What follows belongs to an exercise in optimizing a design on an open flow for small area, a short achievable clock period and few clock cycles; a production flow would make more cautious choices.
RTL that was checked went through simulation tests only; none was proved equivalent to the original.
Power is estimated from default activity; no workload was simulated.

==> job 7848 <==
## elc3_core
module elc3_core
(
    input   logic           clk,
    input   logic           reset,
    input   logic           run,
    input   logic           cont,
    input   logic           step,
    input   logic   [15:0]  start_pc,
    output  logic           halted,
    output  logic           paused,
    output  logic           invalid_op,
    output  logic   [15:0]  pc,
    output  logic   [15:0]  ir,
    output  logic   [15:0]  mem_addr,
    output  logic           mem_oe,
    output  logic           mem_we,
    output  logic   [15:0]  mem_wdata,
    input   logic   [15:0]  mem_rdata,
    input   logic   [7:0]   key_data,
    input   logic           key_valid,
    input   logic           disp_ready,
    output  logic           disp_we,
    output  logic   [7:0]   disp_data
);
Settings: LEC_CHECK=0, ABC_AREA=1, CAP_MARGIN=20, CORE_MARGIN=2, CORE_UTILIZATION=55, PLACE_DENSITY=0.72, SLEW_MARGIN=20, TNS_END_PERCENT=100; clock period 10.0 ns.
standard.sh (not shown) runs the stock make flow with config.mk's settings and CLKGATE_MAP_FILE= SYNTH_SCRIPT=/design/flow/synth_recipe.tcl, a recipe that flattens the netlist after the stock synthesis.
==> flow/flow/run.sh <==
#!/bin/bash
set -euo pipefail
export SETUP_SLACK_MARGIN=5.6
export BUFFER_PORTS_ARGS="-buffer_cell sky130_fd_sc_hd__buf_2"
bash standard.sh > standard.log 2>&1
==> inputs of job 757, as changes to job 7848 <==
--- a/flow/design.v
+++ b/flow/design.v
@@ -1275,41 +1275,37 @@
                   ({16{pd_imm[3]}} & {{5{IR[10]}}, IR[10:0]});
     assign offs = pd_sr2 ? sr2 : immv;
     assign base = pd_base_sr1 ? sr1 : PC;
     add16 u_add (.a(base), .b(offs), .s(sum));
     logic [15:0] a_xor_b, a_or_b;
     assign a_xor_b = base ^ offs;
     assign a_or_b  = base | offs;
-    logic        mcnt;
+    logic [1:0]  mcnt;
     logic        mlast;
-    logic [2:0]  mdl, mdh;
-    logic        l_one, l_two, l_neg, h_one, h_two, h_neg;
-    logic [9:0]  ppl, pph;
-    logic [11:0] ma, mb, mc, ms, mcy, mx;
+    logic [2:0]  mdig;
+    logic        b_one, b_two, b_neg;
+    logic [9:0]  mh, mpp, mhn;
     logic [15:0] prod;
-    assign mlast = mcnt;
-    assign mdl = mcnt ? op2[5:3] : {op2[1:0], 1'b0};
-    assign mdh = mcnt ? op2[7:5] : op2[3:1];
-    assign l_one = mdl[1] ^ mdl[0];
-    assign l_two = (mdl[2] & ~mdl[1] & ~mdl[0]) | (~mdl[2] & mdl[1] & mdl[0]);
-    assign l_neg = mdl[2] & ~(mdl[1] & mdl[0]);
-    assign h_one = mdh[1] ^ mdh[0];
-    assign h_two = (mdh[2] & ~mdh[1] & ~mdh[0]) | (~mdh[2] & mdh[1] & mdh[0]);
-    assign h_neg = mdh[2] & ~(mdh[1] & mdh[0]);
-    assign ppl = ((l_one ? {{2{sr1[7]}}, sr1[7:0]} : 10'd0) |
-                  (l_two ? {sr1[7], sr1[7:0], 1'b0} : 10'd0)) ^ {10{l_neg}};
-    assign pph = ((h_one ? {{2{sr1[7]}}, sr1[7:0]} : 10'd0) |
-                  (h_two ? {sr1[7], sr1[7:0], 1'b0} : 10'd0)) ^ {10{h_neg}};
-    assign ma  = mcnt ? {{4{WD[11]}}, WD[11:4]} : 12'd0;
-    assign mb  = {{2{ppl[9]}}, ppl};
-    assign mc  = {pph, h_neg, l_neg};
-    assign ms  = ma ^ mb ^ mc;
-    assign mcy = {(ma[10:0] & mb[10:0]) | (ma[10:0] & mc[10:0]) | (mb[10:0] & mc[10:0]), h_neg};
-    add12 u_madd (.a(ms), .b(mcy), .cin(h_neg), .s(mx));
-    assign prod  = {mx, WD[3:0]};
+    assign mlast = mcnt == 2'd3;
+    always_comb begin
+        case (mcnt)
+            2'd0: mdig = {op2[1:0], 1'b0};
+            2'd1: mdig = op2[3:1];
+            2'd2: mdig = op2[5:3];
+            default: mdig = op2[7:5];
+        endcase
+    end
+    assign b_one = mdig[1] ^ mdig[0];
+    assign b_two = (mdig[2] & ~mdig[1] & ~mdig[0]) | (~mdig[2] & mdig[1] & mdig[0]);
+    assign b_neg = mdig[2] & ~(mdig[1] & mdig[0]);
+    assign mh    = (mcnt == 2'd0) ? 10'd0 : WD[15:6];
+    assign mpp   = ((b_one ? {{2{sr1[7]}}, sr1[7:0]} : 10'd0) |
+                    (b_two ? {sr1[7], sr1[7:0], 1'b0} : 10'd0)) ^ {10{b_neg}};
+    add10 u_madd (.a(mh), .b(mpp), .cin(b_neg), .s(mhn));
+    assign prod  = {mhn, WD[5:0]};
     logic [15:0] eres, andv;
     logic        sel_sum, sel_and, sel_not, sel_mul, sel_pc, sel_ld;
     assign andv    = sr1 & op2;
     assign sel_ld  = s_ml & ~reset;
     assign sel_and = s_e & o_and & ~reset;
     assign sel_not = s_e & o_not & ~reset;
     assign sel_mul = s_e & o_mul & ~reset;
@@ -1444,16 +1440,16 @@
         if (s_e & e_mem) begin
             pdr <= IR[11:9];
             pst <= o_sti;
         end
         if (s_e & e_mem)
             WD <= sr2;
         else if (s_e & o_mul)
-            WD <= {4'd0, mx};
-        mcnt <= s_e & o_mul & ~mcnt;
+            WD <= {mhn[9], mhn[9], mhn[9:2], mhn[1:0], WD[5:2]};
+        mcnt <= (s_e & o_mul) ? mcnt + 2'd1 : 2'd0;
     end
     always_ff @(posedge clk) begin
         if (s_halt) begin
             N <= 1'b0; Z <= 1'b1;
         end else if (cc_en) begin
             N <= wr_d[15];
             Z <= sel_sum ? z_sum : z_oth;
@@ -1492,32 +1488,14 @@
     assign g2 = g1 | (p1 & {g1[13:0], 2'b0});
     assign p2 = p1 & {p1[13:0], 2'b0};
     assign g3 = g2 | (p2 & {g2[11:0], 4'b0});
     assign p3 = p2 & {p2[11:0], 4'b0};
     assign g4 = g3 | (p3 & {g3[7:0], 8'b0});
     assign s  = p0 ^ {g4[14:0], 1'b0};
 endmodule
-module add12
-(
-    input   logic   [11:0]  a, b,
-    input   logic           cin,
-    output  logic   [11:0]  s
-);
-    logic [12:0] g0, p0, g1, p1, g2, p2, g3, p3, g4;
-    assign g0 = {a & b, cin};
-    assign p0 = {a ^ b, 1'b0};
-    assign g1 = g0 | (p0 & {g0[11:0], 1'b0});
-    assign p1 = p0 & {p0[11:0], 1'b0};
-    assign g2 = g1 | (p1 & {g1[10:0], 2'b0});
-    assign p2 = p1 & {p1[10:0], 2'b0};
-    assign g3 = g2 | (p2 & {g2[8:0], 4'b0});
-    assign p3 = p2 & {p2[8:0], 4'b0};
-    assign g4 = g3 | (p3 & {g3[4:0], 8'b0});
-    assign s  = p0[12:1] ^ g4[11:0];
-endmodule
 module add10
 (
     input   logic   [9:0]   a, b,
     input   logic           cin,
     output  logic   [9:0]   s
 );
     logic [10:0] g0, p0, g1, p1, g2, p2, g3, p3, g4;
==> flow/flow/run.sh (replaced) <==
#!/bin/bash
set -euo pipefail
export SETUP_SLACK_MARGIN=6.0
export BUFFER_PORTS_ARGS="-buffer_cell sky130_fd_sc_hd__buf_2"
bash standard.sh > standard.log 2>&1
- CORE_UTILIZATION: 55 -> 40
- PLACE_DENSITY: 0.72 -> 0.6
==> inputs of job 9294, as changes to job 7848 <==
--- a/flow/design.v
+++ b/flow/design.v
@@ -1275,41 +1275,37 @@
                   ({16{pd_imm[3]}} & {{5{IR[10]}}, IR[10:0]});
     assign offs = pd_sr2 ? sr2 : immv;
     assign base = pd_base_sr1 ? sr1 : PC;
     add16 u_add (.a(base), .b(offs), .s(sum));
     logic [15:0] a_xor_b, a_or_b;
     assign a_xor_b = base ^ offs;
     assign a_or_b  = base | offs;
-    logic        mcnt;
+    logic [1:0]  mcnt;
     logic        mlast;
-    logic [2:0]  mdl, mdh;
-    logic        l_one, l_two, l_neg, h_one, h_two, h_neg;
-    logic [9:0]  ppl, pph;
-    logic [11:0] ma, mb, mc, ms, mcy, mx;
+    logic [2:0]  mdig;
+    logic        b_one, b_two, b_neg;
+    logic [9:0]  mh, mpp, mhn;
     logic [15:0] prod;
-    assign mlast = mcnt;
-    assign mdl = mcnt ? op2[5:3] : {op2[1:0], 1'b0};
-    assign mdh = mcnt ? op2[7:5] : op2[3:1];
-    assign l_one = mdl[1] ^ mdl[0];
-    assign l_two = (mdl[2] & ~mdl[1] & ~mdl[0]) | (~mdl[2] & mdl[1] & mdl[0]);
-    assign l_neg = mdl[2] & ~(mdl[1] & mdl[0]);
-    assign h_one = mdh[1] ^ mdh[0];
-    assign h_two = (mdh[2] & ~mdh[1] & ~mdh[0]) | (~mdh[2] & mdh[1] & mdh[0]);
-    assign h_neg = mdh[2] & ~(mdh[1] & mdh[0]);
-    assign ppl = ((l_one ? {{2{sr1[7]}}, sr1[7:0]} : 10'd0) |
-                  (l_two ? {sr1[7], sr1[7:0], 1'b0} : 10'd0)) ^ {10{l_neg}};
-    assign pph = ((h_one ? {{2{sr1[7]}}, sr1[7:0]} : 10'd0) |
-                  (h_two ? {sr1[7], sr1[7:0], 1'b0} : 10'd0)) ^ {10{h_neg}};
-    assign ma  = mcnt ? {{4{WD[11]}}, WD[11:4]} : 12'd0;
-    assign mb  = {{2{ppl[9]}}, ppl};
-    assign mc  = {pph, h_neg, l_neg};
-    assign ms  = ma ^ mb ^ mc;
-    assign mcy = {(ma[10:0] & mb[10:0]) | (ma[10:0] & mc[10:0]) | (mb[10:0] & mc[10:0]), h_neg};
-    add12 u_madd (.a(ms), .b(mcy), .cin(h_neg), .s(mx));
-    assign prod  = {mx, WD[3:0]};
+    assign mlast = mcnt == 2'd3;
+    always_comb begin
+        case (mcnt)
+            2'd0: mdig = {op2[1:0], 1'b0};
+            2'd1: mdig = op2[3:1];
+            2'd2: mdig = op2[5:3];
+            default: mdig = op2[7:5];
+        endcase
+    end
+    assign b_one = mdig[1] ^ mdig[0];
+    assign b_two = (mdig[2] & ~mdig[1] & ~mdig[0]) | (~mdig[2] & mdig[1] & mdig[0]);
+    assign b_neg = mdig[2] & ~(mdig[1] & mdig[0]);
+    assign mh    = (mcnt == 2'd0) ? 10'd0 : WD[15:6];
+    assign mpp   = ((b_one ? {{2{sr1[7]}}, sr1[7:0]} : 10'd0) |
+                    (b_two ? {sr1[7], sr1[7:0], 1'b0} : 10'd0)) ^ {10{b_neg}};
+    add10 u_madd (.a(mh), .b(mpp), .cin(b_neg), .s(mhn));
+    assign prod  = {mhn, WD[5:0]};
     logic [15:0] eres, andv;
     logic        sel_sum, sel_and, sel_not, sel_mul, sel_pc, sel_ld;
     assign andv    = sr1 & op2;
     assign sel_ld  = s_ml & ~reset;
     assign sel_and = s_e & o_and & ~reset;
     assign sel_not = s_e & o_not & ~reset;
     assign sel_mul = s_e & o_mul & ~reset;
@@ -1444,16 +1440,16 @@
         if (s_e & e_mem) begin
             pdr <= IR[11:9];
             pst <= o_sti;
         end
         if (s_e & e_mem)
             WD <= sr2;
         else if (s_e & o_mul)
-            WD <= {4'd0, mx};
-        mcnt <= s_e & o_mul & ~mcnt;
+            WD <= {mhn[9], mhn[9], mhn[9:2], mhn[1:0], WD[5:2]};
+        mcnt <= (s_e & o_mul) ? mcnt + 2'd1 : 2'd0;
     end
     always_ff @(posedge clk) begin
         if (s_halt) begin
             N <= 1'b0; Z <= 1'b1;
         end else if (cc_en) begin
             N <= wr_d[15];
             Z <= sel_sum ? z_sum : z_oth;
@@ -1492,32 +1488,14 @@
     assign g2 = g1 | (p1 & {g1[13:0], 2'b0});
     assign p2 = p1 & {p1[13:0], 2'b0};
     assign g3 = g2 | (p2 & {g2[11:0], 4'b0});
     assign p3 = p2 & {p2[11:0], 4'b0};
     assign g4 = g3 | (p3 & {g3[7:0], 8'b0});
     assign s  = p0 ^ {g4[14:0], 1'b0};
 endmodule
-module add12
-(
-    input   logic   [11:0]  a, b,
-    input   logic           cin,
-    output  logic   [11:0]  s
-);
-    logic [12:0] g0, p0, g1, p1, g2, p2, g3, p3, g4;
-    assign g0 = {a & b, cin};
-    assign p0 = {a ^ b, 1'b0};
-    assign g1 = g0 | (p0 & {g0[11:0], 1'b0});
-    assign p1 = p0 & {p0[11:0], 1'b0};
-    assign g2 = g1 | (p1 & {g1[10:0], 2'b0});
-    assign p2 = p1 & {p1[10:0], 2'b0};
-    assign g3 = g2 | (p2 & {g2[8:0], 4'b0});
-    assign p3 = p2 & {p2[8:0], 4'b0};
-    assign g4 = g3 | (p3 & {g3[4:0], 8'b0});
-    assign s  = p0[12:1] ^ g4[11:0];
-endmodule
 module add10
 (
     input   logic   [9:0]   a, b,
     input   logic           cin,
     output  logic   [9:0]   s
 );
     logic [10:0] g0, p0, g1, p1, g2, p2, g3, p3, g4;
- CTS_CLUSTER_DIAMETER: not set -> 100
- CTS_CLUSTER_SIZE: not set -> 18
==> notes.md <==
| metric | job 9294 | job 7848 | job 757 |
|---|---|---|---|
| Total Routed Length | 53.10 mm | 56.19 mm | 58.90 mm |
| Internal portion of total power | 1.617 mW | 2.185 mW | 1.899 mW |
| Run status | complete, no violations | complete, no violations | complete, no violations |
| Total chip power | 2.459 mW | 3.479 mW | 2.853 mW |
| Die width | 168.1 um | 170.7 um | 196.4 um |
| Count of inverters other than clock inverters in the layout | 305 | 294 | 306 |
| CP Data Required Time | 10.44 ns | 10.43 ns | 10.49 ns |
| Source-to-sink clock delay at the later pin of the worst-skew pair | 0.52 ns | 0.55 ns | 0.55 ns |
| Fill count | 2368 | 2262 | 3452 |
| Final design area excluding fillers | 16910 um2 | 18880 um2 | 18410 um2 |
| Power dissipated in the clock network | 0.677 mW | 0.979 mW | 0.967 mW |
| Sequential cell count of the final layout | 220 | 219 | 220 |
| Fraction of area in multi-input gates | 42.65% | 45.14% | 41.30% |
| Vias per cell | 6.207 | 6.089 | 5.844 |
| Switching power | 0.8422 mW | 1.295 mW | 0.9543 mW |
| Area growth from synthesis to layout | 14.21% | 23.48% | 24.31% |
| Cell variety after synth | 60 | 65 | 60 |
| Top cell type's share of synthesized area | 38.33% | 37.13% | 38.33% |
| Logic pwr share | 27.5% | 39.9% | 27.4% |
| Synthesized-area fraction occupied by adder cells | 3.938% | 5.124% | 3.938% |
| Critical-path maximum fanout | 23 | 11 | 19 |
| Post-DR wirelength/cell | 22.25 um | 22.23 um | 22.84 um |
| DRT met1 WL | 20.85 mm | 21.40 mm | 24.66 mm |
| Minimum setup slack after placement | 4.589 ns | 4.144 ns | 4.563 ns |
Testbench counts of job 757, summed over its fixed seeds: cycles 232,092.
Testbench counts of job 9294, summed over its fixed seeds: cycles 232,092.
Only the layout flow was run in job 7848; the RTL was not checked for function there.

## static timing again, ports no longer ideal
The flow's constraints put no driver on any port. The routed layouts listed below were extracted and timed again, unchanged, in two steps. Step 1 (the two cells are an assumption about what drives the block):
set clk [get_ports {clk}]
set_driving_cell -lib_cell sky130_fd_sc_hd__clkbuf_16 $clk
set_driving_cell -lib_cell sky130_fd_sc_hd__buf_2 [delete_from_list [all_inputs] $clk]
Step 2, shift: input delay + t, output delay - t, t = (earliest + latest rising clock arrival at the registers) / 2. This alone moves slack from input paths to output paths. a / b / c = no drivers / after step 1 / after step 2; a / b = the first two.
run	t, ns	setup slack, ns	worst setup path at the end
job 7848	0.595	5.124 / 5.124 / 5.124	register to register
job 757	0.601	5.752 / 5.752 / 5.236	input to register
job 9294	0.552	5.671 / 5.671 / 5.224	input to register
After both steps setup and hold are still met in every run listed. For job 757, which loses most, drivers alone change the setup slack by 0.000 ns; drivers and shift together by -0.516 ns.
